This is an optimization exercise on Yosys and OpenROAD, whose aim is small area, a short achievable clock period and few clock cycles per item, not a production implementation. Only the layout flow was run in this run; the RTL was not checked for function there. No activity file was given, so power comes from the tool's default toggle rates.

[flow/design.v]
`timescale 1ns / 1ps
`timescale 1ns / 1ps
module mac (
    input  wire        clk,
    input  wire        rst,
    input  wire [31:0] x,
    input  wire [31:0] y,
    input  wire        start,
    output wire [31:0] z,
    output wire        busy
  );
  wire one1 = y[0] ^ 1'b0;
  wire two2 = (y[1] & ~y[0] & ~1'b0) | (~y[1] & y[0] & 1'b0);
  wire pp3 = ((one1 & x[0]) ^ y[1]);
  wire pp4 = (((one1 & x[1]) | (two2 & x[0])) ^ y[1]);
  wire pp5 = (((one1 & x[2]) | (two2 & x[1])) ^ y[1]);
  wire pp6 = (((one1 & x[3]) | (two2 & x[2])) ^ y[1]);
  wire pp7 = (((one1 & x[4]) | (two2 & x[3])) ^ y[1]);
  wire pp8 = (((one1 & x[5]) | (two2 & x[4])) ^ y[1]);
  wire pp9 = (((one1 & x[6]) | (two2 & x[5])) ^ y[1]);
  wire pp10 = (((one1 & x[7]) | (two2 & x[6])) ^ y[1]);
  wire pp11 = ~(((one1 & x[7]) | (two2 & x[7])) ^ y[1]);
  wire one12 = y[2] ^ y[1];
  wire two13 = (y[3] & ~y[2] & ~y[1]) | (~y[3] & y[2] & y[1]);
  wire pp14 = ((one12 & x[0]) ^ y[3]);
  wire pp15 = (((one12 & x[1]) | (two13 & x[0])) ^ y[3]);
  wire pp16 = (((one12 & x[2]) | (two13 & x[1])) ^ y[3]);
  wire pp17 = (((one12 & x[3]) | (two13 & x[2])) ^ y[3]);
  wire pp18 = (((one12 & x[4]) | (two13 & x[3])) ^ y[3]);
  wire pp19 = (((one12 & x[5]) | (two13 & x[4])) ^ y[3]);
  wire pp20 = (((one12 & x[6]) | (two13 & x[5])) ^ y[3]);
  wire pp21 = (((one12 & x[7]) | (two13 & x[6])) ^ y[3]);
  wire pp22 = ~(((one12 & x[7]) | (two13 & x[7])) ^ y[3]);
  wire one23 = y[4] ^ y[3];
  wire two24 = (y[5] & ~y[4] & ~y[3]) | (~y[5] & y[4] & y[3]);
  wire pp25 = ((one23 & x[0]) ^ y[5]);
  wire pp26 = (((one23 & x[1]) | (two24 & x[0])) ^ y[5]);
  wire pp27 = (((one23 & x[2]) | (two24 & x[1])) ^ y[5]);
  wire pp28 = (((one23 & x[3]) | (two24 & x[2])) ^ y[5]);
  wire pp29 = (((one23 & x[4]) | (two24 & x[3])) ^ y[5]);
  wire pp30 = (((one23 & x[5]) | (two24 & x[4])) ^ y[5]);
  wire pp31 = (((one23 & x[6]) | (two24 & x[5])) ^ y[5]);
  wire pp32 = (((one23 & x[7]) | (two24 & x[6])) ^ y[5]);
  wire pp33 = ~(((one23 & x[7]) | (two24 & x[7])) ^ y[5]);
  wire one34 = y[6] ^ y[5];
  wire two35 = (y[7] & ~y[6] & ~y[5]) | (~y[7] & y[6] & y[5]);
  wire pp36 = ((one34 & x[0]) ^ y[7]);
  wire pp37 = (((one34 & x[1]) | (two35 & x[0])) ^ y[7]);
  wire pp38 = (((one34 & x[2]) | (two35 & x[1])) ^ y[7]);
  wire pp39 = (((one34 & x[3]) | (two35 & x[2])) ^ y[7]);
  wire pp40 = (((one34 & x[4]) | (two35 & x[3])) ^ y[7]);
  wire pp41 = (((one34 & x[5]) | (two35 & x[4])) ^ y[7]);
  wire pp42 = (((one34 & x[6]) | (two35 & x[5])) ^ y[7]);
  wire pp43 = (((one34 & x[7]) | (two35 & x[6])) ^ y[7]);
  wire pp44 = ~(((one34 & x[7]) | (two35 & x[7])) ^ y[7]);
  wire one45 = y[8] ^ 1'b0;
  wire two46 = (y[9] & ~y[8] & ~1'b0) | (~y[9] & y[8] & 1'b0);
  wire pp47 = ((one45 & x[8]) ^ y[9]);
  wire pp48 = (((one45 & x[9]) | (two46 & x[8])) ^ y[9]);
  wire pp49 = (((one45 & x[10]) | (two46 & x[9])) ^ y[9]);
  wire pp50 = (((one45 & x[11]) | (two46 & x[10])) ^ y[9]);
  wire pp51 = (((one45 & x[12]) | (two46 & x[11])) ^ y[9]);
  wire pp52 = (((one45 & x[13]) | (two46 & x[12])) ^ y[9]);
  wire pp53 = (((one45 & x[14]) | (two46 & x[13])) ^ y[9]);
  wire pp54 = (((one45 & x[15]) | (two46 & x[14])) ^ y[9]);
  wire pp55 = ~(((one45 & x[15]) | (two46 & x[15])) ^ y[9]);
  wire one56 = y[10] ^ y[9];
  wire two57 = (y[11] & ~y[10] & ~y[9]) | (~y[11] & y[10] & y[9]);
  wire pp58 = ((one56 & x[8]) ^ y[11]);
  wire pp59 = (((one56 & x[9]) | (two57 & x[8])) ^ y[11]);
  wire pp60 = (((one56 & x[10]) | (two57 & x[9])) ^ y[11]);
  wire pp61 = (((one56 & x[11]) | (two57 & x[10])) ^ y[11]);
  wire pp62 = (((one56 & x[12]) | (two57 & x[11])) ^ y[11]);
  wire pp63 = (((one56 & x[13]) | (two57 & x[12])) ^ y[11]);
  wire pp64 = (((one56 & x[14]) | (two57 & x[13])) ^ y[11]);
  wire pp65 = (((one56 & x[15]) | (two57 & x[14])) ^ y[11]);
  wire pp66 = ~(((one56 & x[15]) | (two57 & x[15])) ^ y[11]);
  wire one67 = y[12] ^ y[11];
  wire two68 = (y[13] & ~y[12] & ~y[11]) | (~y[13] & y[12] & y[11]);
  wire pp69 = ((one67 & x[8]) ^ y[13]);
  wire pp70 = (((one67 & x[9]) | (two68 & x[8])) ^ y[13]);
  wire pp71 = (((one67 & x[10]) | (two68 & x[9])) ^ y[13]);
  wire pp72 = (((one67 & x[11]) | (two68 & x[10])) ^ y[13]);
  wire pp73 = (((one67 & x[12]) | (two68 & x[11])) ^ y[13]);
  wire pp74 = (((one67 & x[13]) | (two68 & x[12])) ^ y[13]);
  wire pp75 = (((one67 & x[14]) | (two68 & x[13])) ^ y[13]);
  wire pp76 = (((one67 & x[15]) | (two68 & x[14])) ^ y[13]);
  wire pp77 = ~(((one67 & x[15]) | (two68 & x[15])) ^ y[13]);
  wire one78 = y[14] ^ y[13];
  wire two79 = (y[15] & ~y[14] & ~y[13]) | (~y[15] & y[14] & y[13]);
  wire pp80 = ((one78 & x[8]) ^ y[15]);
  wire pp81 = (((one78 & x[9]) | (two79 & x[8])) ^ y[15]);
  wire pp82 = (((one78 & x[10]) | (two79 & x[9])) ^ y[15]);
  wire pp83 = (((one78 & x[11]) | (two79 & x[10])) ^ y[15]);
  wire pp84 = (((one78 & x[12]) | (two79 & x[11])) ^ y[15]);
  wire pp85 = (((one78 & x[13]) | (two79 & x[12])) ^ y[15]);
  wire pp86 = (((one78 & x[14]) | (two79 & x[13])) ^ y[15]);
  wire pp87 = (((one78 & x[15]) | (two79 & x[14])) ^ y[15]);
  wire pp88 = ~(((one78 & x[15]) | (two79 & x[15])) ^ y[15]);
  wire one89 = y[16] ^ 1'b0;
  wire two90 = (y[17] & ~y[16] & ~1'b0) | (~y[17] & y[16] & 1'b0);
  wire pp91 = ((one89 & x[16]) ^ y[17]);
  wire pp92 = (((one89 & x[17]) | (two90 & x[16])) ^ y[17]);
  wire pp93 = (((one89 & x[18]) | (two90 & x[17])) ^ y[17]);
  wire pp94 = (((one89 & x[19]) | (two90 & x[18])) ^ y[17]);
  wire pp95 = (((one89 & x[20]) | (two90 & x[19])) ^ y[17]);
  wire pp96 = (((one89 & x[21]) | (two90 & x[20])) ^ y[17]);
  wire pp97 = (((one89 & x[22]) | (two90 & x[21])) ^ y[17]);
  wire pp98 = (((one89 & x[23]) | (two90 & x[22])) ^ y[17]);
  wire pp99 = ~(((one89 & x[23]) | (two90 & x[23])) ^ y[17]);
  wire one100 = y[18] ^ y[17];
  wire two101 = (y[19] & ~y[18] & ~y[17]) | (~y[19] & y[18] & y[17]);
  wire pp102 = ((one100 & x[16]) ^ y[19]);
  wire pp103 = (((one100 & x[17]) | (two101 & x[16])) ^ y[19]);
  wire pp104 = (((one100 & x[18]) | (two101 & x[17])) ^ y[19]);
  wire pp105 = (((one100 & x[19]) | (two101 & x[18])) ^ y[19]);
  wire pp106 = (((one100 & x[20]) | (two101 & x[19])) ^ y[19]);
  wire pp107 = (((one100 & x[21]) | (two101 & x[20])) ^ y[19]);
  wire pp108 = (((one100 & x[22]) | (two101 & x[21])) ^ y[19]);
  wire pp109 = (((one100 & x[23]) | (two101 & x[22])) ^ y[19]);
  wire pp110 = ~(((one100 & x[23]) | (two101 & x[23])) ^ y[19]);
  wire one111 = y[20] ^ y[19];
  wire two112 = (y[21] & ~y[20] & ~y[19]) | (~y[21] & y[20] & y[19]);
  wire pp113 = ((one111 & x[16]) ^ y[21]);
  wire pp114 = (((one111 & x[17]) | (two112 & x[16])) ^ y[21]);
  wire pp115 = (((one111 & x[18]) | (two112 & x[17])) ^ y[21]);
  wire pp116 = (((one111 & x[19]) | (two112 & x[18])) ^ y[21]);
  wire pp117 = (((one111 & x[20]) | (two112 & x[19])) ^ y[21]);
  wire pp118 = (((one111 & x[21]) | (two112 & x[20])) ^ y[21]);
  wire pp119 = (((one111 & x[22]) | (two112 & x[21])) ^ y[21]);
  wire pp120 = (((one111 & x[23]) | (two112 & x[22])) ^ y[21]);
  wire pp121 = ~(((one111 & x[23]) | (two112 & x[23])) ^ y[21]);
  wire one122 = y[22] ^ y[21];
  wire two123 = (y[23] & ~y[22] & ~y[21]) | (~y[23] & y[22] & y[21]);
  wire pp124 = ((one122 & x[16]) ^ y[23]);
  wire pp125 = (((one122 & x[17]) | (two123 & x[16])) ^ y[23]);
  wire pp126 = (((one122 & x[18]) | (two123 & x[17])) ^ y[23]);
  wire pp127 = (((one122 & x[19]) | (two123 & x[18])) ^ y[23]);
  wire pp128 = (((one122 & x[20]) | (two123 & x[19])) ^ y[23]);
  wire pp129 = (((one122 & x[21]) | (two123 & x[20])) ^ y[23]);
  wire pp130 = (((one122 & x[22]) | (two123 & x[21])) ^ y[23]);
  wire pp131 = (((one122 & x[23]) | (two123 & x[22])) ^ y[23]);
  wire pp132 = ~(((one122 & x[23]) | (two123 & x[23])) ^ y[23]);
  wire one133 = y[24] ^ 1'b0;
  wire two134 = (y[25] & ~y[24] & ~1'b0) | (~y[25] & y[24] & 1'b0);
  wire pp135 = ((one133 & x[24]) ^ y[25]);
  wire pp136 = (((one133 & x[25]) | (two134 & x[24])) ^ y[25]);
  wire pp137 = (((one133 & x[26]) | (two134 & x[25])) ^ y[25]);
  wire pp138 = (((one133 & x[27]) | (two134 & x[26])) ^ y[25]);
  wire pp139 = (((one133 & x[28]) | (two134 & x[27])) ^ y[25]);
  wire pp140 = (((one133 & x[29]) | (two134 & x[28])) ^ y[25]);
  wire pp141 = (((one133 & x[30]) | (two134 & x[29])) ^ y[25]);
  wire pp142 = (((one133 & x[31]) | (two134 & x[30])) ^ y[25]);
  wire pp143 = ~(((one133 & x[31]) | (two134 & x[31])) ^ y[25]);
  wire one144 = y[26] ^ y[25];
  wire two145 = (y[27] & ~y[26] & ~y[25]) | (~y[27] & y[26] & y[25]);
  wire pp146 = ((one144 & x[24]) ^ y[27]);
  wire pp147 = (((one144 & x[25]) | (two145 & x[24])) ^ y[27]);
  wire pp148 = (((one144 & x[26]) | (two145 & x[25])) ^ y[27]);
  wire pp149 = (((one144 & x[27]) | (two145 & x[26])) ^ y[27]);
  wire pp150 = (((one144 & x[28]) | (two145 & x[27])) ^ y[27]);
  wire pp151 = (((one144 & x[29]) | (two145 & x[28])) ^ y[27]);
  wire pp152 = (((one144 & x[30]) | (two145 & x[29])) ^ y[27]);
  wire pp153 = (((one144 & x[31]) | (two145 & x[30])) ^ y[27]);
  wire pp154 = ~(((one144 & x[31]) | (two145 & x[31])) ^ y[27]);
  wire one155 = y[28] ^ y[27];
  wire two156 = (y[29] & ~y[28] & ~y[27]) | (~y[29] & y[28] & y[27]);
  wire pp157 = ((one155 & x[24]) ^ y[29]);
  wire pp158 = (((one155 & x[25]) | (two156 & x[24])) ^ y[29]);
  wire pp159 = (((one155 & x[26]) | (two156 & x[25])) ^ y[29]);
  wire pp160 = (((one155 & x[27]) | (two156 & x[26])) ^ y[29]);
  wire pp161 = (((one155 & x[28]) | (two156 & x[27])) ^ y[29]);
  wire pp162 = (((one155 & x[29]) | (two156 & x[28])) ^ y[29]);
  wire pp163 = (((one155 & x[30]) | (two156 & x[29])) ^ y[29]);
  wire pp164 = (((one155 & x[31]) | (two156 & x[30])) ^ y[29]);
  wire pp165 = ~(((one155 & x[31]) | (two156 & x[31])) ^ y[29]);
  wire one166 = y[30] ^ y[29];
  wire two167 = (y[31] & ~y[30] & ~y[29]) | (~y[31] & y[30] & y[29]);
  wire pp168 = ((one166 & x[24]) ^ y[31]);
  wire pp169 = (((one166 & x[25]) | (two167 & x[24])) ^ y[31]);
  wire pp170 = (((one166 & x[26]) | (two167 & x[25])) ^ y[31]);
  wire pp171 = (((one166 & x[27]) | (two167 & x[26])) ^ y[31]);
  wire pp172 = (((one166 & x[28]) | (two167 & x[27])) ^ y[31]);
  wire pp173 = (((one166 & x[29]) | (two167 & x[28])) ^ y[31]);
  wire pp174 = (((one166 & x[30]) | (two167 & x[29])) ^ y[31]);
  wire pp175 = (((one166 & x[31]) | (two167 & x[30])) ^ y[31]);
  wire pp176 = ~(((one166 & x[31]) | (two167 & x[31])) ^ y[31]);
  wire s177 = y[1] ^ y[9] ^ y[17];
  wire c178 = (y[1] & y[9]) | (y[1] & y[17]) | (y[9] & y[17]);
  wire s179 = y[25] ^ pp3 ^ pp47;
  wire c180 = (y[25] & pp3) | (y[25] & pp47) | (pp3 & pp47);
  wire s181 = pp91 ^ pp135 ^ s177;
  wire c182 = (pp91 & pp135) | (pp91 & s177) | (pp135 & s177);
  wire s183 = pp4 ^ pp48 ^ pp92;
  wire c184 = (pp4 & pp48) | (pp4 & pp92) | (pp48 & pp92);
  wire s185 = pp136 ^ c178 ^ c180;
  wire c186 = (pp136 & c178) | (pp136 & c180) | (c178 & c180);
  wire s187 = s183 ^ c182 ^ s185;
  wire c188 = (s183 & c182) | (s183 & s185) | (c182 & s185);
  wire s189 = y[3] ^ y[11] ^ y[19];
  wire c190 = (y[3] & y[11]) | (y[3] & y[19]) | (y[11] & y[19]);
  wire s191 = y[27] ^ pp5 ^ pp14;
  wire c192 = (y[27] & pp5) | (y[27] & pp14) | (pp5 & pp14);
  wire s193 = pp49 ^ pp58 ^ pp93;
  wire c194 = (pp49 & pp58) | (pp49 & pp93) | (pp58 & pp93);
  wire s195 = pp102 ^ pp137 ^ pp146;
  wire c196 = (pp102 & pp137) | (pp102 & pp146) | (pp137 & pp146);
  wire s197 = s189 ^ c184 ^ s191;
  wire c198 = (s189 & c184) | (s189 & s191) | (c184 & s191);
  wire s199 = s193 ^ s195 ^ c186;
  wire c200 = (s193 & s195) | (s193 & c186) | (s195 & c186);
  wire s201 = s197 ^ c188 ^ s199;
  wire c202 = (s197 & c188) | (s197 & s199) | (c188 & s199);
  wire s203 = pp6 ^ pp15 ^ pp50;
  wire c204 = (pp6 & pp15) | (pp6 & pp50) | (pp15 & pp50);
  wire s205 = pp59 ^ pp94 ^ pp103;
  wire c206 = (pp59 & pp94) | (pp59 & pp103) | (pp94 & pp103);
  wire s207 = pp138 ^ pp147 ^ c190;
  wire c208 = (pp138 & pp147) | (pp138 & c190) | (pp147 & c190);
  wire s209 = c192 ^ c194 ^ c196;
  wire c210 = (c192 & c194) | (c192 & c196) | (c194 & c196);
  wire s211 = s203 ^ s205 ^ s207;
  wire c212 = (s203 & s205) | (s203 & s207) | (s205 & s207);
  wire s213 = c198 ^ s209 ^ s211;
  wire c214 = (c198 & s209) | (c198 & s211) | (s209 & s211);
  wire s215 = c200 ^ s213 ^ c202;
  wire c216 = (c200 & s213) | (c200 & c202) | (s213 & c202);
  wire s217 = y[5] ^ y[13] ^ y[21];
  wire c218 = (y[5] & y[13]) | (y[5] & y[21]) | (y[13] & y[21]);
  wire s219 = y[29] ^ pp7 ^ pp16;
  wire c220 = (y[29] & pp7) | (y[29] & pp16) | (pp7 & pp16);
  wire s221 = pp25 ^ pp51 ^ pp60;
  wire c222 = (pp25 & pp51) | (pp25 & pp60) | (pp51 & pp60);
  wire s223 = pp69 ^ pp95 ^ pp104;
  wire c224 = (pp69 & pp95) | (pp69 & pp104) | (pp95 & pp104);
  wire s225 = pp113 ^ pp139 ^ pp148;
  wire c226 = (pp113 & pp139) | (pp113 & pp148) | (pp139 & pp148);
  wire s227 = pp157 ^ s217 ^ c204;
  wire c228 = (pp157 & s217) | (pp157 & c204) | (s217 & c204);
  wire s229 = c206 ^ s219 ^ s221;
  wire c230 = (c206 & s219) | (c206 & s221) | (s219 & s221);
  wire s231 = s223 ^ s225 ^ c208;
  wire c232 = (s223 & s225) | (s223 & c208) | (s225 & c208);
  wire s233 = c210 ^ s227 ^ s229;
  wire c234 = (c210 & s227) | (c210 & s229) | (s227 & s229);
  wire s235 = c212 ^ s231 ^ s233;
  wire c236 = (c212 & s231) | (c212 & s233) | (s231 & s233);
  wire s237 = c214 ^ s235 ^ c216;
  wire c238 = (c214 & s235) | (c214 & c216) | (s235 & c216);
  wire s239 = pp8 ^ pp17 ^ pp26;
  wire c240 = (pp8 & pp17) | (pp8 & pp26) | (pp17 & pp26);
  wire s241 = pp52 ^ pp61 ^ pp70;
  wire c242 = (pp52 & pp61) | (pp52 & pp70) | (pp61 & pp70);
  wire s243 = pp96 ^ pp105 ^ pp114;
  wire c244 = (pp96 & pp105) | (pp96 & pp114) | (pp105 & pp114);
  wire s245 = pp140 ^ pp149 ^ pp158;
  wire c246 = (pp140 & pp149) | (pp140 & pp158) | (pp149 & pp158);
  wire s247 = c218 ^ c220 ^ c222;
  wire c248 = (c218 & c220) | (c218 & c222) | (c220 & c222);
  wire s249 = c224 ^ c226 ^ s239;
  wire c250 = (c224 & c226) | (c224 & s239) | (c226 & s239);
  wire s251 = s241 ^ s243 ^ s245;
  wire c252 = (s241 & s243) | (s241 & s245) | (s243 & s245);
  wire s253 = c228 ^ c230 ^ s247;
  wire c254 = (c228 & c230) | (c228 & s247) | (c230 & s247);
  wire s255 = c232 ^ s249 ^ s251;
  wire c256 = (c232 & s249) | (c232 & s251) | (s249 & s251);
  wire s257 = c234 ^ s253 ^ s255;
  wire c258 = (c234 & s253) | (c234 & s255) | (s253 & s255);
  wire s259 = c236 ^ s257 ^ c238;
  wire c260 = (c236 & s257) | (c236 & c238) | (s257 & c238);
  wire s261 = y[7] ^ y[15] ^ y[23];
  wire c262 = (y[7] & y[15]) | (y[7] & y[23]) | (y[15] & y[23]);
  wire s263 = y[31] ^ pp9 ^ pp18;
  wire c264 = (y[31] & pp9) | (y[31] & pp18) | (pp9 & pp18);
  wire s265 = pp27 ^ pp36 ^ pp53;
  wire c266 = (pp27 & pp36) | (pp27 & pp53) | (pp36 & pp53);
  wire s267 = pp62 ^ pp71 ^ pp80;
  wire c268 = (pp62 & pp71) | (pp62 & pp80) | (pp71 & pp80);
  wire s269 = pp97 ^ pp106 ^ pp115;
  wire c270 = (pp97 & pp106) | (pp97 & pp115) | (pp106 & pp115);
  wire s271 = pp124 ^ pp141 ^ pp150;
  wire c272 = (pp124 & pp141) | (pp124 & pp150) | (pp141 & pp150);
  wire s273 = pp159 ^ pp168 ^ s261;
  wire c274 = (pp159 & pp168) | (pp159 & s261) | (pp168 & s261);
  wire s275 = c240 ^ c242 ^ c244;
  wire c276 = (c240 & c242) | (c240 & c244) | (c242 & c244);
  wire s277 = c246 ^ s263 ^ s265;
  wire c278 = (c246 & s263) | (c246 & s265) | (s263 & s265);
  wire s279 = s267 ^ s269 ^ s271;
  wire c280 = (s267 & s269) | (s267 & s271) | (s269 & s271);
  wire s281 = s273 ^ c248 ^ c250;
  wire c282 = (s273 & c248) | (s273 & c250) | (c248 & c250);
  wire s283 = c252 ^ s275 ^ s277;
  wire c284 = (c252 & s275) | (c252 & s277) | (s275 & s277);
  wire s285 = s279 ^ c254 ^ c256;
  wire c286 = (s279 & c254) | (s279 & c256) | (c254 & c256);
  wire s287 = s281 ^ s283 ^ c258;
  wire c288 = (s281 & s283) | (s281 & c258) | (s283 & c258);
  wire s289 = s285 ^ s287 ^ c260;
  wire c290 = (s285 & s287) | (s285 & c260) | (s287 & c260);
  wire s291 = pp10 ^ pp19 ^ pp28;
  wire c292 = (pp10 & pp19) | (pp10 & pp28) | (pp19 & pp28);
  wire s293 = pp37 ^ pp54 ^ pp63;
  wire c294 = (pp37 & pp54) | (pp37 & pp63) | (pp54 & pp63);
  wire s295 = pp72 ^ pp81 ^ pp98;
  wire c296 = (pp72 & pp81) | (pp72 & pp98) | (pp81 & pp98);
  wire s297 = pp107 ^ pp116 ^ pp125;
  wire c298 = (pp107 & pp116) | (pp107 & pp125) | (pp116 & pp125);
  wire s299 = pp142 ^ pp151 ^ pp160;
  wire c300 = (pp142 & pp151) | (pp142 & pp160) | (pp151 & pp160);
  wire s301 = pp169 ^ c262 ^ c264;
  wire c302 = (pp169 & c262) | (pp169 & c264) | (c262 & c264);
  wire s303 = c266 ^ c268 ^ c270;
  wire c304 = (c266 & c268) | (c266 & c270) | (c268 & c270);
  wire s305 = c272 ^ s291 ^ s293;
  wire c306 = (c272 & s291) | (c272 & s293) | (s291 & s293);
  wire s307 = s295 ^ s297 ^ s299;
  wire c308 = (s295 & s297) | (s295 & s299) | (s297 & s299);
  wire s309 = c274 ^ c276 ^ c278;
  wire c310 = (c274 & c276) | (c274 & c278) | (c276 & c278);
  wire s311 = c280 ^ s301 ^ s303;
  wire c312 = (c280 & s301) | (c280 & s303) | (s301 & s303);
  wire s313 = s305 ^ s307 ^ c282;
  wire c314 = (s305 & s307) | (s305 & c282) | (s307 & c282);
  wire s315 = c284 ^ s309 ^ s311;
  wire c316 = (c284 & s309) | (c284 & s311) | (s309 & s311);
  wire s317 = c286 ^ s313 ^ s315;
  wire c318 = (c286 & s313) | (c286 & s315) | (s313 & s315);
  wire s319 = c288 ^ s317 ^ c290;
  wire c320 = (c288 & s317) | (c288 & c290) | (s317 & c290);
  wire s321 = pp11 ^ pp20 ^ pp29;
  wire c322 = (pp11 & pp20) | (pp11 & pp29) | (pp20 & pp29);
  wire s323 = pp38 ^ pp55 ^ pp64;
  wire c324 = (pp38 & pp55) | (pp38 & pp64) | (pp55 & pp64);
  wire s325 = pp73 ^ pp82 ^ pp99;
  wire c326 = (pp73 & pp82) | (pp73 & pp99) | (pp82 & pp99);
  wire s327 = pp108 ^ pp117 ^ pp126;
  wire c328 = (pp108 & pp117) | (pp108 & pp126) | (pp117 & pp126);
  wire s329 = pp143 ^ pp152 ^ pp161;
  wire c330 = (pp143 & pp152) | (pp143 & pp161) | (pp152 & pp161);
  wire s331 = pp170 ^ c292 ^ c294;
  wire c332 = (pp170 & c292) | (pp170 & c294) | (c292 & c294);
  wire s333 = c296 ^ c298 ^ c300;
  wire c334 = (c296 & c298) | (c296 & c300) | (c298 & c300);
  wire s335 = s321 ^ s323 ^ s325;
  wire c336 = (s321 & s323) | (s321 & s325) | (s323 & s325);
  wire s337 = s327 ^ s329 ^ c302;
  wire c338 = (s327 & s329) | (s327 & c302) | (s329 & c302);
  wire s339 = c304 ^ c306 ^ c308;
  wire c340 = (c304 & c306) | (c304 & c308) | (c306 & c308);
  wire s341 = s331 ^ s333 ^ s335;
  wire c342 = (s331 & s333) | (s331 & s335) | (s333 & s335);
  wire s343 = c310 ^ c312 ^ s337;
  wire c344 = (c310 & c312) | (c310 & s337) | (c312 & s337);
  wire s345 = s339 ^ s341 ^ c314;
  wire c346 = (s339 & s341) | (s339 & c314) | (s341 & c314);
  wire s347 = c316 ^ s343 ^ s345;
  wire c348 = (c316 & s343) | (c316 & s345) | (s343 & s345);
  wire s349 = c318 ^ s347 ^ c320;
  wire c350 = (c318 & s347) | (c318 & c320) | (s347 & c320);
  wire s351 = pp21 ^ pp30 ^ pp39;
  wire c352 = (pp21 & pp30) | (pp21 & pp39) | (pp30 & pp39);
  wire s353 = pp65 ^ pp74 ^ pp83;
  wire c354 = (pp65 & pp74) | (pp65 & pp83) | (pp74 & pp83);
  wire s355 = pp109 ^ pp118 ^ pp127;
  wire c356 = (pp109 & pp118) | (pp109 & pp127) | (pp118 & pp127);
  wire s357 = pp153 ^ pp162 ^ pp171;
  wire c358 = (pp153 & pp162) | (pp153 & pp171) | (pp162 & pp171);
  wire s359 = c322 ^ c324 ^ c326;
  wire c360 = (c322 & c324) | (c322 & c326) | (c324 & c326);
  wire s361 = c328 ^ c330 ^ s351;
  wire c362 = (c328 & c330) | (c328 & s351) | (c330 & s351);
  wire s363 = s353 ^ s355 ^ s357;
  wire c364 = (s353 & s355) | (s353 & s357) | (s355 & s357);
  wire s365 = c332 ^ c334 ^ c336;
  wire c366 = (c332 & c334) | (c332 & c336) | (c334 & c336);
  wire s367 = s359 ^ s361 ^ s363;
  wire c368 = (s359 & s361) | (s359 & s363) | (s361 & s363);
  wire s369 = c338 ^ c340 ^ c342;
  wire c370 = (c338 & c340) | (c338 & c342) | (c340 & c342);
  wire s371 = s365 ^ s367 ^ c344;
  wire c372 = (s365 & s367) | (s365 & c344) | (s367 & c344);
  wire s373 = s369 ^ c346 ^ s371;
  wire c374 = (s369 & c346) | (s369 & s371) | (c346 & s371);
  wire s375 = c348 ^ s373 ^ c350;
  wire c376 = (c348 & s373) | (c348 & c350) | (s373 & c350);
  wire s377 = 1'b1 ^ pp22 ^ pp31;
  wire c378 = (1'b1 & pp22) | (1'b1 & pp31) | (pp22 & pp31);
  wire s379 = pp40 ^ pp66 ^ pp75;
  wire c380 = (pp40 & pp66) | (pp40 & pp75) | (pp66 & pp75);
  wire s381 = pp84 ^ pp110 ^ pp119;
  wire c382 = (pp84 & pp110) | (pp84 & pp119) | (pp110 & pp119);
  wire s383 = pp128 ^ pp154 ^ pp163;
  wire c384 = (pp128 & pp154) | (pp128 & pp163) | (pp154 & pp163);
  wire s385 = pp172 ^ c352 ^ c354;
  wire c386 = (pp172 & c352) | (pp172 & c354) | (c352 & c354);
  wire s387 = c356 ^ c358 ^ s377;
  wire c388 = (c356 & c358) | (c356 & s377) | (c358 & s377);
  wire s389 = s379 ^ s381 ^ s383;
  wire c390 = (s379 & s381) | (s379 & s383) | (s381 & s383);
  wire s391 = c360 ^ c362 ^ c364;
  wire c392 = (c360 & c362) | (c360 & c364) | (c362 & c364);
  wire s393 = s385 ^ s387 ^ s389;
  wire c394 = (s385 & s387) | (s385 & s389) | (s387 & s389);
  wire s395 = c366 ^ c368 ^ s391;
  wire c396 = (c366 & c368) | (c366 & s391) | (c368 & s391);
  wire s397 = s393 ^ c370 ^ s395;
  wire c398 = (s393 & c370) | (s393 & s395) | (c370 & s395);
  wire s399 = c372 ^ s397 ^ c374;
  wire c400 = (c372 & s397) | (c372 & c374) | (s397 & c374);
  wire s401 = 1'b1 ^ pp32 ^ pp41;
  wire c402 = (1'b1 & pp32) | (1'b1 & pp41) | (pp32 & pp41);
  wire s403 = pp76 ^ pp85 ^ pp120;
  wire c404 = (pp76 & pp85) | (pp76 & pp120) | (pp85 & pp120);
  wire s405 = pp129 ^ pp164 ^ pp173;
  wire c406 = (pp129 & pp164) | (pp129 & pp173) | (pp164 & pp173);
  wire s407 = c378 ^ c380 ^ c382;
  wire c408 = (c378 & c380) | (c378 & c382) | (c380 & c382);
  wire s409 = c384 ^ s401 ^ s403;
  wire c410 = (c384 & s401) | (c384 & s403) | (s401 & s403);
  wire s411 = s405 ^ c386 ^ c388;
  wire c412 = (s405 & c386) | (s405 & c388) | (c386 & c388);
  wire s413 = c390 ^ s407 ^ s409;
  wire c414 = (c390 & s407) | (c390 & s409) | (s407 & s409);
  wire s415 = c392 ^ c394 ^ s411;
  wire c416 = (c392 & c394) | (c392 & s411) | (c394 & s411);
  wire s417 = s413 ^ c396 ^ s415;
  wire c418 = (s413 & c396) | (s413 & s415) | (c396 & s415);
  wire s419 = c398 ^ s417 ^ c400;
  wire c420 = (c398 & s417) | (c398 & c400) | (s417 & c400);
  wire s421 = pp33 ^ pp42 ^ pp77;
  wire c422 = (pp33 & pp42) | (pp33 & pp77) | (pp42 & pp77);
  wire s423 = pp86 ^ pp121 ^ pp130;
  wire c424 = (pp86 & pp121) | (pp86 & pp130) | (pp121 & pp130);
  wire s425 = pp165 ^ pp174 ^ c402;
  wire c426 = (pp165 & pp174) | (pp165 & c402) | (pp174 & c402);
  wire s427 = c404 ^ c406 ^ s421;
  wire c428 = (c404 & c406) | (c404 & s421) | (c406 & s421);
  wire s429 = s423 ^ c408 ^ c410;
  wire c430 = (s423 & c408) | (s423 & c410) | (c408 & c410);
  wire s431 = s425 ^ s427 ^ c412;
  wire c432 = (s425 & s427) | (s425 & c412) | (s427 & c412);
  wire s433 = c414 ^ s429 ^ c416;
  wire c434 = (c414 & s429) | (c414 & c416) | (s429 & c416);
  wire s435 = s431 ^ c418 ^ s433;
  wire c436 = (s431 & c418) | (s431 & s433) | (c418 & s433);
  wire s437 = 1'b1 ^ pp43 ^ pp87;
  wire c438 = (1'b1 & pp43) | (1'b1 & pp87) | (pp43 & pp87);
  wire s439 = pp131 ^ pp175 ^ c422;
  wire c440 = (pp131 & pp175) | (pp131 & c422) | (pp175 & c422);
  wire s441 = c424 ^ s437 ^ c426;
  wire c442 = (c424 & s437) | (c424 & c426) | (s437 & c426);
  wire s443 = c428 ^ s439 ^ c430;
  wire c444 = (c428 & s439) | (c428 & c430) | (s439 & c430);
  wire s445 = s441 ^ c432 ^ s443;
  wire c446 = (s441 & c432) | (s441 & s443) | (c432 & s443);
  wire s447 = c434 ^ s445 ^ c436;
  wire c448 = (c434 & s445) | (c434 & c436) | (s445 & c436);
  wire s449 = pp44 ^ pp88 ^ pp132;
  wire c450 = (pp44 & pp88) | (pp44 & pp132) | (pp88 & pp132);
  wire s451 = pp176 ^ c438 ^ s449;
  wire c452 = (pp176 & c438) | (pp176 & s449) | (c438 & s449);
  wire s453 = c440 ^ s451 ^ c442;
  wire c454 = (c440 & s451) | (c440 & c442) | (s451 & c442);
  wire s455 = c444 ^ s453 ^ c446;
  wire c456 = (c444 & s453) | (c444 & c446) | (s453 & c446);
  wire s457 = 1'b1 ^ c450 ^ c452;
  wire c458 = (1'b1 & c450) | (1'b1 & c452) | (c450 & c452);
  wire s459 = s457 ^ c454 ^ c456;
  wire c460 = (s457 & c454) | (s457 & c456) | (c454 & c456);
  reg  [16:0] ra;
  reg  [4:0] rb;
  always @(posedge clk)
  begin
    if (start)
    begin
      ra <= {c458, s459, s455, s447, s435, s419, s399, s375, s349, s319, s289, s259, s237, s215, s201, s187, s179};
      rb <= {c460, c448, c420, c376, s181};
    end
  end
  wire [17:0] sum = {1'b1, ra[16], ra[15], ra[14], ra[13], ra[12], ra[11], ra[10], ra[9], ra[8], ra[7], ra[6], ra[5], ra[4], ra[3], ra[2], ra[1], ra[0]} + {1'b0, rb[4], 1'b0, rb[3], 1'b0, rb[2], 1'b0, rb[1], 1'b0, 1'b0, 1'b0, 1'b0, 1'b0, 1'b0, 1'b0, 1'b0, 1'b0, rb[0]};
  assign z    = {{14{sum[17]}}, sum};
  assign busy = 1'b0;
endmodule
[flow/run.sh]
#!/bin/bash
# synth_recipe.tcl (not shown) runs the flow's synth.tcl, then flattens the netlist and writes it again
# the make line also repeats each setting of config.mk as NAME=value (left out here)
make -C /OpenROAD-flow-scripts/flow DESIGN_CONFIG=/design/flow/config.mk WORK_HOME=/design/flow/orfs CLKGATE_MAP_FILE= SYNTH_SCRIPT=/design/flow/synth_recipe.tcl finish
[flow/config.mk]
export PLATFORM = sky130hd
export DESIGN_NAME = mac
export DESIGN_NICKNAME = mac
export VERILOG_FILES = /design/flow/design.v
export SDC_FILE = /design/flow/constraint.sdc
export NUM_CORES = 4
export LEC_CHECK = 0
export CAP_MARGIN = 20
export CORE_MARGIN = 2
export CORE_UTILIZATION = 40
export SLEW_MARGIN = 20
[flow/constraint.sdc]
create_clock -name core_clock -period 7.0 [get_ports {clk}]
set_input_delay 1.4000 -clock core_clock [delete_from_list [all_inputs] [get_ports {clk}]]
set_output_delay 1.4000 -clock core_clock [all_outputs]
set_load 0.01 [all_outputs]
==> impl_metrics.csv <==
group,metric,value,unit
status,outcome,"finished clean",
die,row_count,56,
synth,async_flop_share,0,
routing,viasPerCell,5.40,
clock_network,path_clk_slew,50,ps
synth,synth_edf_count,22,
setup_path,path_class,"input pin to flop",
setup_path,crit_arrival,6820,ps
die,start_util,0.405,
routing,dr.pass1.iters,6,
synth,synth_seq_cells,22,
synth,yosys-top-cells-area,"fa_1 (29%), edfxtp_1 (7.0%), a21oi_1 (6.3%), inv_1 (6.2%), maj3_1 (4.1%)",
setup_path,cp-end-kind,"flop",
setup_path,crit_top_cell,"fa_1",
clock_network,cts.sinks,22,
routing,wl_per_cell,17.1,microns
die,dieArea,0.0249,sq mm
power,ir_drop,0.434,mV
power,p_switching,1.98,mW
flow_run,maxCapViolations,0,
min_path,holdPathEnd,"ra[0]$_DFFE_PP_",
die,die_h,158,microns
synth,synth_cell_types,54,
min_path,hold_class,"input pin to flop",
setup_path,path_max_fanout,4,
power,p_int,2.21,mW
min_path,min_from,"y[1]",
timing,period_share,0.975,
synth,synth_top_cell_by_area,"fa_1",
routing,ant_nets,0,
timing,worst_slew_pin_slew,972,ps
synth,synth_ff_type,"edfxtp_1",
routing,num_vias,9019,
grt,met3_usage,0.0104,
synth,ys.warnings.count,1,
power,powerDensity,356,mW/mm^2
synth,syn_inst,1196,
synth,ys_seq_area_frac,0.0699,
die,pin_count,100,
grt,grt_pass1_wl,45100,microns
final_layout,drive_gt1_frac,0.160,
grt,grt-busiest-layer,"met2",
clock_network,cts_tree,"built",
power,seq_power_share,0.127,
placement,dp_hpwl,24000,microns
setup_path,cp_slowest_stage_delay,530,ps
routing,drt_first_iter_violations,750,
routing,drt_wl_total,28600,microns
final_layout,postLayoutCoreUtil,0.504,
synth,synth_nets,1411,
synth,synth_area_per_cell,7.90,sq um
grt,use_met2,0.391,
final_layout,final_nets,1568,
die,die_w,158,microns
clock_network,cts_setup_buffers,0,
timing,final-setup-viol-count,0,
power,comb_power_share,0.836,
grt,grt_pass1_vias,8321,
grt,antenna_found_initial,0,
timing,fmax,146,MHz
clock_network,clockRootBuffer,"clkbuf_16",
timing,hold_viol_final,0,
power,finalPower,4.19,mW
routing,post-route-drc-count,0,
power,swShare,0.472,
clock_network,numCtsBuffers,3,
setup_path,worstPathCellList,"clkdlybuf4s50_1 -> maj3_1 -> o22ai_1 -> a21oi_1 -> buf_4 -> fa_1 -> inv_1 -> fa_1 -> inv_1 -> fa_1 -> fa_2 -> fa_2 -> fa_2 -> fa_1 -> inv_1 -> fa_1 -> inv_1 -> fa_2 -> fa_1",
grt,overflow,0,
final_layout,n_antenna_cell,0,
clock_network,htreeDepth,1,
grt,track_usage,0.231,
setup_path,critPathSlowestCell,"fa_1",
synth,yosysTopAreaCellShare,0.292,
setup_path,cp.required,7000,ps
final_layout,syn_to_final_growth,24.4,%
timing,fin_crit,6830,ps
power,p_clk_frac,0.037,
placement,io_buffers,97,
timing,finalMaxSlewViolations,0,
grt,grt_use_met1,0.329,
clock_network,clk_path_buf_depth,2,
min_path,holdPathStages,7,
synth,netlist_area,0.00945,sq mm
die,core-area,0.0233,sq mm
timing,relSlewSlack,0.349,
power,p_leak,5.04,nW
grt,grt_start_max_net_pins,34,
setup_path,start_kind,"input pin",
placement,globalplace.congestion,0.943,
==> Yosys cell counts, types with 5 or more instances <==
library cell    n
a211oi_1       16
a21o_1          9
a21oi_1       119
a221oi_1       25
a22oi_1        28
a31oi_1        17
and2_1         11
and3_1          6
buf_1           7
buf_2          54
buf_4          17
clkbuf_1       49
clkinv_1        5
edfxtp_1       22
fa_1          138
ha_1           10
inv_1         156
maj3_1         39
mux2_2          8
mux2i_1        10
nand2_1        89
nand2b_1       12
nand3_1        21
nor2_1         33
nor2b_1        39
nor3_1         15
o211a_1         6
o21a_1         10
o21ai_0        64
o22ai_1        52
o311a_1        11
o31ai_1         8
xnor2_1        30
xor2_1         26
==> worst max path at each step <==
stage	start	end	slack, ps
after floorplan	x[10]	ra[9]$_DFFE_PP_	270
after global placement	y[2]	ra[9]$_DFFE_PP_	-270
after detailed placement	y[11]	ra[9]$_DFFE_PP_	-330
after CTS	y[1]	ra[9]$_DFFE_PP_	20
after global routing	x[1]	ra[9]$_DFFE_PP_	-10
final	x[1]	ra[9]$_DFFE_PP_	170
==> sequential cells by signal, indices dropped and copies added (netlist names) <==
| signal | count |
|---|---|
| ra | 17 |
| rb | 5 |
==> metrics by stage <==
stage	cells	setup TNS (ps)	instance area, sq um	hold slack [ps]	setup slack [ps]
after CTS	1671	0	11700	2210	18.0
after detailed placement	1667	-626	11600	2280	-330
after global routing	1671	-10.8	11800	2220	-10.8
after floorplan	1196	0	9450	1510	274
after global placement	1667	-494	11600	2270	-269
final	1671	0	11800	2180	173
==> layer usage <==
metal / share of wire / wire length, microns
met5: 0 / 0
met4: 0.022 / 638
met3: 0.065 / 1860
met2: 0.47 / 13500
met1: 0.44 / 12600
==> power groups by stage <==
stage / registers (mW) / logic [mW] / clock network [mW]
3_5_place_dp: 0.535 / 3.48 / 0
4_1_cts: 0.533 / 3.50 / 0.159
6_report: 0.532 / 3.50 / 0.155
3_3_place_gp: 0.532 / 3.33 / 0
5_1_grt: 0.541 / 4.08 / 0.164
2_1_floorplan: 0.525 / 2.32 / 0
==> cells by family after synthesis <==
family,after synthesis,synth area share
AO/OA/AOI/OAI,383,0.258
XOR/XNOR,56,0.0519
adder cells (fa/ha/maj),187,0.347
buffers and inverters,290,0.129
flip-flops,22,0.0699
multiplexers,18,0.0201
other,1,0.000397
AND/OR/NAND/NOR,239,0.124
==> worst max-delay path, delay by kind of cell <==
family	cells	cell delay, ps
compound gates	2	260
buf+inv	6	850
fa+ha+maj	11	4300
==> placed cells by master (no fill, tap or decap), types with 9 or more instances in the layout <==
cell type / instances
o22ai_1: 50
o311a_1: 11
nand3_1: 21
a221oi_1: 24
maj3_1: 39
nor3_1: 15
nand2_1: 89
xnor2_1: 30
nor2b_1: 39
buf_4: 178
nand2b_1: 12
xor2_1: 25
a21o_1: 9
edfxtp_1: 22
and2_1: 11
ha_1: 10
a22oi_1: 27
o21a_1: 10
a21oi_1: 119
fa_1: 132
mux2i_1: 10
clkdlybuf4s50_1: 89
a31oi_1: 17
inv_1: 156
o21ai_0: 62
nor2_1: 33
a211oi_1: 16
==> area by class of cell <==
cell class	instances	area, sq um
repair buffers	279	2360
inverters	163	612
flip-flops and latches	22	661
clock buffers	3	75.1
fillers	2249	11600
multi-input cells	884	7620
well taps	319	399
clock inverters	1	30.0
==> what timing repair did <==
action	in CTS	in global routing
pin swaps	1	2
hold buffers	0	0
setup endpoints to repair	2	2
gates resized for setup	10	15

==> what the ideal ports hide <==
No port has a modelled driver above. Below, the same layout with a new extraction and two added sets of constraints.
Step 1 assumes that a clkbuf_16 drives the clock port and a buf_2 every other input.
Step 2 moves the port delays by t, midway between the first and last clock arrival at a register: inputs arrive t later, outputs are due t later. That takes back most of the time a late clock gives input paths.
a / b / c = ideal ports / drivers / drivers and shift; a / b = the first two.
t (ns): 0.282
setup slack, ns: 0.173 / 0.184 / -0.098
hold slack, ns: 2.178 / 2.163 / 2.297
clock arrival spread, ns: 0.001 / 0.001
worst slew at a driven data input, ns: 0.04
Met with ideal ports but missed after step 2: setup timing in this run. For this run, drivers alone change the setup slack by +0.011 ns; drivers and shift together by -0.271 ns.
